This is an optimization exercise on Yosys and OpenROAD, whose aim is small area, not a production implementation.
The RTL was checked by simulation tests, not by an equivalence proof against the original design.
Power figures rest on the tool's default switching activity, not on a simulated workload.

==> inputs of try-tundra <==
==> flow/design.v <==
module top(
    input  logic        clk,
    input  logic        rst,
    input  logic [63:0] seed_r,
    input  logic [63:0] seed_g,
    input  logic [63:0] seed_b,
    output logic        _48b,
    output logic        _45a
);
    logic [191:0] ring;
    logic [7:0]   ph;
    logic [8:0]   h;
    logic         s0;
    logic [7:0]   b0;
    logic [3:0]   j;         
    logic [4:0]   i;         
    logic [10:0]  k;         
    logic         p_r, p_g, p_b;
    logic         q_r, q_g, q_b;
    logic         acc, cmp;  
    logic [2:0]   f;         
    logic [5:0] q;
    logic [1:0] ch;
    logic [2:0] a, b;
    assign q  = ph[5:0];
    assign ch = ph[7:6];
    assign a  = ph[5:3];
    assign b  = ph[2:0];
    logic q_last, ph_last;
    assign q_last  = (q == 6'd63);
    assign ph_last = q_last & ch[1];
    logic a0, a7, b0c, b7;
    assign a0  = (a == 3'd0);
    assign a7  = (a == 3'd7);
    assign b0c = (b == 3'd0);
    assign b7  = (b == 3'd7);
    logic n1, n2, n3, n4, n5, n6, n7, n8;
    always_comb begin
        n1 = b0c ? ring[7] : h[0];
        n2 = b7  ? h[6]    : ring[1];
        n3 = a0  ? ring[56] : h[7];
        n4 = a0  ? (b0c ? ring[63] : ring[55]) : (b0c ? h[0] : h[8]);
        n5 = a0  ? (b7  ? ring[49] : ring[57]) : (b7  ? s0   : h[6]);
        n6 = a7  ? b0[0] : ring[8];
        n7 = a7  ? b0[7] : (b0c ? ring[15] : ring[7]);
        n8 = a7  ? b0[1] : (b7  ? ring[1]  : ring[9]);
    end
    logic [3:0] cnt;
    assign cnt = 4'(n1) + 4'(n2) + 4'(n3) + 4'(n4) + 4'(n5) + 4'(n6) + 4'(n7) + 4'(n8);
    logic life;
    assign life = (cnt == 4'd3) | (ring[0] & (cnt == 4'd2));
    logic pat;
    always_comb begin
        case (ch)
            2'd0:    pat = (q == 6'd41) | (q == 6'd42) | (q == 6'd43);
            2'd1:    pat = (q == 6'd17) | (q == 6'd18) | (q == 6'd19);
            default: pat = (q == 6'd44) | (q == 6'd52) | (q == 6'd60);
        endcase
    end
    logic f_cur;
    assign f_cur = (ch == 2'd0) ? f[0] : ((ch == 2'd1) ? f[1] : f[2]);
    logic ins;
    assign ins = cmp ? life : (ring[0] | (~acc & ~f_cur & pat));
    logic slot_end, frame_end, bit_end, gap;
    assign bit_end   = (j == 4'd14);
    assign gap       = (i == 5'd24);
    assign slot_end  = gap & (j == 4'd1);
    assign frame_end = (k == 11'd1035) & (i == 5'd21) & bit_end;
    logic trig;
    assign trig = (k == 11'd64);
    logic capt;
    assign capt = (q == k[5:0]) & (ch == (q_last ? 2'd1 : 2'd2)) & ~k[10];
    always_ff @(posedge clk) begin
        if (rst) begin
            for (int n = 0; n < 64; n++) begin
                ring[n]       <= seed_r[63 - n];
                ring[64 + n]  <= seed_g[63 - n];
                ring[128 + n] <= seed_b[63 - n];
            end
        end else begin
            ring <= {ins, ring[191:1]};
        end
    end
    always_ff @(posedge clk) begin
        h  <= {h[7:0], ring[0]};
        s0 <= b0c ? h[7] : s0;
        b0 <= {a0 ? ring[0] : b0[0], b0[7:1]};
    end
    always_ff @(posedge clk) begin
        if (rst) begin
            ph <= 8'd0;
        end else begin
            ph[5:0] <= q + 6'd1;
            if (q_last)
                ph[7:6] <= ch[1] ? 2'd0 : ch + 2'd1;
        end
    end
    always_ff @(posedge clk) begin
        if (rst) begin
            acc <= 1'b1;
            cmp <= 1'b0;
            f   <= 3'd0;
        end else begin
            if (ph_last) begin
                if (acc) begin
                    acc <= 1'b0;
                    cmp <= 1'b0;
                end else if (trig) begin
                    acc <= 1'b1;
                    cmp <= 1'b1;
                    f   <= 3'd0;
                end
            end
            if (acc && ins) begin
                if (ch == 2'd0) f[0] <= 1'b1;
                if (ch == 2'd1) f[1] <= 1'b1;
                if (ch == 2'd2) f[2] <= 1'b1;
            end
        end
    end
    always_ff @(posedge clk) begin
        if (rst) begin
            k <= 11'd1035;
            i <= 5'd21;
            j <= 4'd9;
        end else begin
            if (frame_end || slot_end) begin
                j <= 4'd0;
                i <= 5'd0;
            end else if (bit_end) begin
                j <= 4'd0;
                i <= i + 5'd1;
            end else begin
                j <= j + 4'd1;
            end
            if (frame_end)
                k <= 11'd0;
            else if (slot_end)
                k <= k + 11'd1;
        end
    end
    always_ff @(posedge clk) begin
        if (capt) begin
            q_r <= ring[65];
            q_g <= ring[129];
            q_b <= ring[1];
        end
    end
    always_ff @(posedge clk) begin
        if (rst) begin
            p_r <= seed_r[63];
            p_g <= seed_g[63];
            p_b <= seed_b[63];
        end else if (gap) begin
            p_r <= q_r;
            p_g <= q_g;
            p_b <= q_b;
        end
    end
    logic disp, bitv, out;
    assign disp = (k[10:6] == 5'd0) & ~gap;
    always_comb begin
        case (i[4:3])
            2'd0:    bitv = p_g;
            2'd1:    bitv = p_r;
            default: bitv = p_b;
        endcase
        bitv = bitv & ~i[2];
    end
    assign out = disp & ((j < 4'd5) | (bitv & (j < 4'd10)));
    assign _48b = out;
    assign _45a = ~out;
endmodule
==> flow/run.sh <==
#!/bin/bash
# synth_recipe.tcl (not shown) runs the flow's synth.tcl, then flattens the netlist and writes it again
# the make line also repeats each setting of config.mk as NAME=value (left out here)
make -C /OpenROAD-flow-scripts/flow DESIGN_CONFIG=/design/flow/config.mk WORK_HOME=/design/flow/orfs CLKGATE_MAP_FILE= SYNTH_SCRIPT=/design/flow/synth_recipe.tcl finish
==> flow/config.mk <==
export PLATFORM = sky130hd
export DESIGN_NAME = top
export DESIGN_NICKNAME = top
export VERILOG_FILES = /design/flow/design.v
export SDC_FILE = /design/flow/constraint.sdc
export NUM_CORES = 4
export LEC_CHECK = 0
export CAP_MARGIN = 20
export CORE_MARGIN = 2
export CORE_UTILIZATION = 40
export SLEW_MARGIN = 20
==> flow/constraint.sdc <==
create_clock -name core_clock -period 83.333 [get_ports {clk}]
set_input_delay 16.6666 -clock core_clock [delete_from_list [all_inputs] [get_ports {clk}]]
set_output_delay 16.6666 -clock core_clock [all_outputs]
set_load 0.01 [all_outputs]
==> try-cedar: changes against try-tundra <==
--- a/flow/design.v
+++ b/flow/design.v
@@ -9,5 +9,5 @@
 );
-    logic [191:0] ring;
+    logic [191:0] rn;        
     logic [7:0]   ph;
-    logic [8:0]   h;
+    logic [8:0]   h;         
     logic         s0;
@@ -16,7 +16,19 @@
     logic [4:0]   i;         
-    logic [10:0]  k;         
-    logic         p_r, p_g, p_b;
-    logic         q_r, q_g, q_b;
+    logic [5:0]   kl;        
+    logic [4:0]   kh;        
+    logic         p_r, p_g, p_b;    
+    logic         q_r, q_g, q_b;    
     logic         acc, cmp;  
     logic [2:0]   f;         
+    logic         nrst;
+    logic [191:0] seedv;
+    logic         ins_raw;
+    always_comb
+        for (int n = 0; n < 64; n++) begin
+            seedv[n]       = seed_r[63 - n];
+            seedv[64 + n]  = seed_g[63 - n];
+            seedv[128 + n] = seed_b[63 - n];
+        end
+    rinv    u_rinv (.a(rst), .y(nrst));
+    ringreg u_ring (.clk(clk), .rst(rst), .nrst(nrst), .seed(seedv), .ins(ins_raw), .rn(rn));
     logic [5:0] q;
@@ -24,2 +36,3 @@
     logic [2:0] a, b;
+    logic       pp;
     assign q  = ph[5:0];
@@ -28,2 +41,3 @@
     assign b  = ph[2:0];
+    assign pp = ~ph[0];
     logic q_last, ph_last;
@@ -38,10 +52,10 @@
     always_comb begin
-        n1 = b0c ? ring[7] : h[0];
-        n2 = b7  ? h[6]    : ring[1];
-        n3 = a0  ? ring[56] : h[7];
-        n4 = a0  ? (b0c ? ring[63] : ring[55]) : (b0c ? h[0] : h[8]);
-        n5 = a0  ? (b7  ? ring[49] : ring[57]) : (b7  ? s0   : h[6]);
-        n6 = a7  ? b0[0] : ring[8];
-        n7 = a7  ? b0[7] : (b0c ? ring[15] : ring[7]);
-        n8 = a7  ? b0[1] : (b7  ? ring[1]  : ring[9]);
+        n1 = b0c ? rn[7] : ~h[0];
+        n2 = b7  ? ~h[6] : rn[1];
+        n3 = a0  ? rn[56] : h[7];
+        n4 = a0  ? (b0c ? rn[63] : rn[55]) : (b0c ? ~h[0] : ~h[8]);
+        n5 = a0  ? (b7  ? rn[49] : rn[57]) : (b7  ? ~s0   : ~h[6]);
+        n6 = a7  ? b0[0]  : rn[8];
+        n7 = a7  ? ~b0[7] : (b0c ? rn[15] : rn[7]);
+        n8 = a7  ? ~b0[1] : (b7  ? rn[1]  : rn[9]);
     end
@@ -50,3 +64,4 @@
     logic life;
-    assign life = (cnt == 4'd3) | (ring[0] & (cnt == 4'd2));
+    assign life = pp ? ((cnt == 4'd5) | (~rn[0] & (cnt == 4'd6)))
+                     : ((cnt == 4'd3) | ( rn[0] & (cnt == 4'd2)));
     logic pat;
@@ -62,27 +77,28 @@
     logic ins;
-    assign ins = cmp ? life : (ring[0] | (~acc & ~f_cur & pat));
-    logic slot_end, frame_end, bit_end, gap;
-    assign bit_end   = (j == 4'd14);
+    assign ins     = cmp ? life : ((rn[0] ^ pp) | (~acc & ~f_cur & pat));
+    assign ins_raw = ins ^ pp;
+    localparam logic [3:0] J0 = 4'd1, J1 = 4'd2, J9 = 4'd11, J14 = 4'd8;
+    localparam logic [4:0] K0 = 5'd1, K1 = 5'd2, K16 = 5'd24;
+    logic j_lt5, j_lt10;
+    always_comb begin
+        case (j)
+            4'd1, 4'd2, 4'd4, 4'd9, 4'd3:     begin j_lt5 = 1'b1; j_lt10 = 1'b1; end
+            4'd6, 4'd13, 4'd10, 4'd5, 4'd11:  begin j_lt5 = 1'b0; j_lt10 = 1'b1; end
+            default:                          begin j_lt5 = 1'b0; j_lt10 = 1'b0; end
+        endcase
+    end
+    logic slot_end, frame_end, bit_end, gap, kl_last;
+    assign bit_end   = (j == J14);
     assign gap       = (i == 5'd24);
-    assign slot_end  = gap & (j == 4'd1);
-    assign frame_end = (k == 11'd1035) & (i == 5'd21) & bit_end;
+    assign slot_end  = gap & (j == J1);
+    assign kl_last   = (kl == 6'd63);
+    assign frame_end = (kh == K16) & (kl == 6'd11) & (i == 5'd21) & bit_end;
     logic trig;
-    assign trig = (k == 11'd64);
+    assign trig = (kh == K1) & (kl == 6'd0);
     logic capt;
-    assign capt = (q == k[5:0]) & (ch == (q_last ? 2'd1 : 2'd2)) & ~k[10];
-    always_ff @(posedge clk) begin
-        if (rst) begin
-            for (int n = 0; n < 64; n++) begin
-                ring[n]       <= seed_r[63 - n];
-                ring[64 + n]  <= seed_g[63 - n];
-                ring[128 + n] <= seed_b[63 - n];
-            end
-        end else begin
-            ring <= {ins, ring[191:1]};
-        end
-    end
-    always_ff @(posedge clk) begin
-        h  <= {h[7:0], ring[0]};
+    assign capt = (q == kl) & (ch == (q_last ? 2'd1 : 2'd2)) & (kh != K16);
+    always_ff @(posedge clk) begin
+        h  <= {h[7:0], rn[0]};
         s0 <= b0c ? h[7] : s0;
-        b0 <= {a0 ? ring[0] : b0[0], b0[7:1]};
+        b0 <= {a0 ? rn[0] : b0[0], b0[7:1]};
     end
@@ -122,19 +138,23 @@
         if (rst) begin
-            k <= 11'd1035;
-            i <= 5'd21;
-            j <= 4'd9;
+            kh <= K16;
+            kl <= 6'd11;
+            i  <= 5'd21;
+            j  <= J9;
         end else begin
             if (frame_end || slot_end) begin
-                j <= 4'd0;
+                j <= J0;
                 i <= 5'd0;
-            end else if (bit_end) begin
-                j <= 4'd0;
-                i <= i + 5'd1;
             end else begin
-                j <= j + 4'd1;
-            end
-            if (frame_end)
-                k <= 11'd0;
-            else if (slot_end)
-                k <= k + 11'd1;
+                j <= {j[2:0], j[3] ^ j[2]};
+                if (bit_end)
+                    i <= i + 5'd1;
+            end
+            if (frame_end) begin
+                kh <= K0;
+                kl <= 6'd0;
+            end else if (slot_end) begin
+                kl <= kl + 6'd1;
+                if (kl_last)
+                    kh <= {kh[3:0], kh[4] ^ kh[2]};
+            end
         end
@@ -143,5 +163,5 @@
         if (capt) begin
-            q_r <= ring[65];
-            q_g <= ring[129];
-            q_b <= ring[1];
+            q_r <= rn[65];
+            q_g <= rn[129];
+            q_b <= rn[1];
         end
@@ -160,3 +180,3 @@
     logic disp, bitv, out;
-    assign disp = (k[10:6] == 5'd0) & ~gap;
+    assign disp = (kh == K0) & ~gap;
     always_comb begin
@@ -167,5 +187,5 @@
         endcase
-        bitv = bitv & ~i[2];
-    end
-    assign out = disp & ((j < 4'd5) | (bitv & (j < 4'd10)));
+        bitv = (bitv ^ kl[0]) & ~i[2];
+    end
+    assign out = disp & (j_lt5 | (bitv & j_lt10));
     assign _48b = out;
@@ -173 +193,20 @@
 endmodule
+module rinv (
+    input  logic a,
+    output logic y
+);
+    assign y = ~a;
+endmodule
+module ringreg (
+    input  logic         clk,
+    input  logic         rst,
+    input  logic         nrst,
+    input  logic [191:0] seed,
+    input  logic         ins,
+    output logic [191:0] rn
+);
+    logic [191:0] nxt;
+    assign nxt = {ins, rn[191:1]};
+    always_ff @(posedge clk)
+        rn <= ~(({192{nrst}} | seed) & ({192{rst}} | nxt));
+endmodule
==> flow/flow/run.sh (new file) <==
#!/bin/bash
# Standard ORFS layout (the standard.sh) with two changes: the port
# buffers are buf_1 cells, and the clock tree is built from clkbuf_4 cells
# in small sink clusters, without dummy loads.
set -o pipefail
export BUFFER_PORTS_ARGS="-buffer_cell sky130_fd_sc_hd__buf_1"
export CTS_ARGS="-sink_clustering_enable -repair_clock_nets -dont_use_dummy_load -buf_list sky130_fd_sc_hd__clkbuf_4 -sink_clustering_size 10 -sink_clustering_max_diameter 60"
bash standard.sh > standard.log 2>&1
==> flow/standard.sh (new file) <==
#!/bin/bash
# synth_recipe.tcl (not shown) runs the flow's synth.tcl, then flattens the netlist and writes it again
# the make line also repeats each setting of config.mk as NAME=value (left out here)
make -C /OpenROAD-flow-scripts/flow DESIGN_CONFIG=/design/flow/config.mk WORK_HOME=/design/flow/orfs CLKGATE_MAP_FILE= SYNTH_SCRIPT=/design/flow/synth_recipe.tcl "${@:-finish}"
- SYNTH_HIERARCHICAL: unset -> 1
- SYNTH_MINIMUM_KEEP_SIZE: unset -> 0
removed: flow/run.sh
==> try-lagoon: changes against try-tundra <==
==> flow/flow/run.sh (new file) <==
#!/bin/bash
# Standard ORFS layout with two changes: the port buffers are buf_1 cells
# and the clock tree uses small buffers without dummy loads.
set -o pipefail
cp standard.sh standard_sh.log
export BUFFER_PORTS_ARGS="-buffer_cell sky130_fd_sc_hd__buf_1"
export CTS_ARGS="-sink_clustering_enable -repair_clock_nets -dont_use_dummy_load -buf_list sky130_fd_sc_hd__clkbuf_4"
bash standard.sh > standard.log 2>&1
==> flow/standard.sh (new file) <==
#!/bin/bash
# synth_recipe.tcl (not shown) runs the flow's synth.tcl, then flattens the netlist and writes it again
# the make line also repeats each setting of config.mk as NAME=value (left out here)
make -C /OpenROAD-flow-scripts/flow DESIGN_CONFIG=/design/flow/config.mk WORK_HOME=/design/flow/orfs CLKGATE_MAP_FILE= SYNTH_SCRIPT=/design/flow/synth_recipe.tcl "${@:-finish}"
removed: flow/run.sh
==> comparison table <==
Outcome: try-tundra complete, no violations; try-lagoon complete, no violations; try-cedar complete, no violations
Path length in cells of the critical path: try-tundra 6; try-lagoon 6; try-cedar 7
Relative area of clock buffers and inverters in the final design: try-tundra 7.59%; try-lagoon 4.90%; try-cedar 2.38%
Number of multi-input combinational cells in the layout: try-tundra 398; try-lagoon 398; try-cedar 380
Worst-Margin Slew: try-tundra 0.841 ns; try-lagoon 1.02 ns; try-cedar 1.06 ns
Total power of the final layout: try-tundra 0.290 mW; try-lagoon 0.240 mW; try-cedar 0.209 mW
Global routing usage on met2: try-tundra 27.0%; try-lagoon 23.3%; try-cedar 25.3%
Maximum number of pins on one net before global-route repair: try-tundra 107; try-lagoon 85; try-cedar 107
Area delta synth->final: try-tundra 33.6%; try-lagoon 15.5%; try-cedar 11.4%
Die Ht: try-tundra 154 um; try-lagoon 154 um; try-cedar 147 um
Final-layout clock buffer total: try-tundra 38; try-lagoon 68; try-cedar 29
Final critical-path share of the clock period: try-tundra 23.0%; try-lagoon 22.5%; try-cedar 23.1%
Fraction of layout instances using a drive strength above 1: try-tundra 26.7%; try-lagoon 29.0%; try-cedar 5.66%
Total global routing track utilization: try-tundra 16.1%; try-lagoon 15.1%; try-cedar 16.6%
Fin nets: try-tundra 1114; try-lagoon 1155; try-cedar 1100
Sequential cell power: try-tundra 0.135 mW; try-lagoon 0.135 mW; try-cedar 0.134 mW
Total wire length: try-tundra 19100 um; try-lagoon 17600 um; try-cedar 18300 um
Detailed-routing wirelength on met1: try-tundra 7550 um; try-lagoon 7480 um; try-cedar 8130 um
Switching power summed over all nets: try-tundra 0.0627 mW; try-lagoon 0.0562 mW; try-cedar 0.0516 mW
Number of well taps: try-tundra 280; try-lagoon 280; try-cedar 270
Via Count: try-tundra 5764; try-lagoon 5794; try-cedar 5878
Share of Yosys cell area claimed by the top area cell type: try-tundra 53.8%; try-lagoon 53.8%; try-cedar 59.0%
Final weighted congestion in routability-driven placement: try-tundra 0.803; try-lagoon 0.782; try-cedar 0.769
Switching portion of total power: try-tundra 21.7%; try-lagoon 23.5%; try-cedar 24.7%
Fin Hold WS: try-tundra 0.325 ns; try-lagoon 0.319 ns; try-cedar 0.317 ns

-- static timing again, ports no longer ideal --
Ports are ideal in the flow. The routed layouts listed here were re-timed in OpenROAD.
Step 1: set_driving_cell puts a clkbuf_16 on clk and a buf_2 on each other input, an assumption about the parent block.
Step 2 times the ports against the registers' clock, not the clock port: input delays grow and output delays shrink by t, the midpoint of the rising clock arrivals with the driver on.
Three values: ideal ports, drivers, drivers and shift; two values: the first two.
run	t, ns	setup slack, ns	worst hold slack (ns)	worst setup path at the end	cell pins on the clock port's net
try-tundra	0.575	64.182 / 64.137 / 64.035	0.325 / 0.325 / 0.325	input to register	1
try-cedar	0.654	64.078 / 64.037 / 64.500	0.317 / 0.317 / 0.317	input to register	1
try-lagoon	0.644	64.545 / 64.510 / 64.592	0.319 / 0.319 / 0.319	input to register	1
After both steps every run listed still meets setup and hold. The setup slack of try-tundra, which loses most, moves by -0.045 ns with the drivers and by -0.147 ns with both steps.
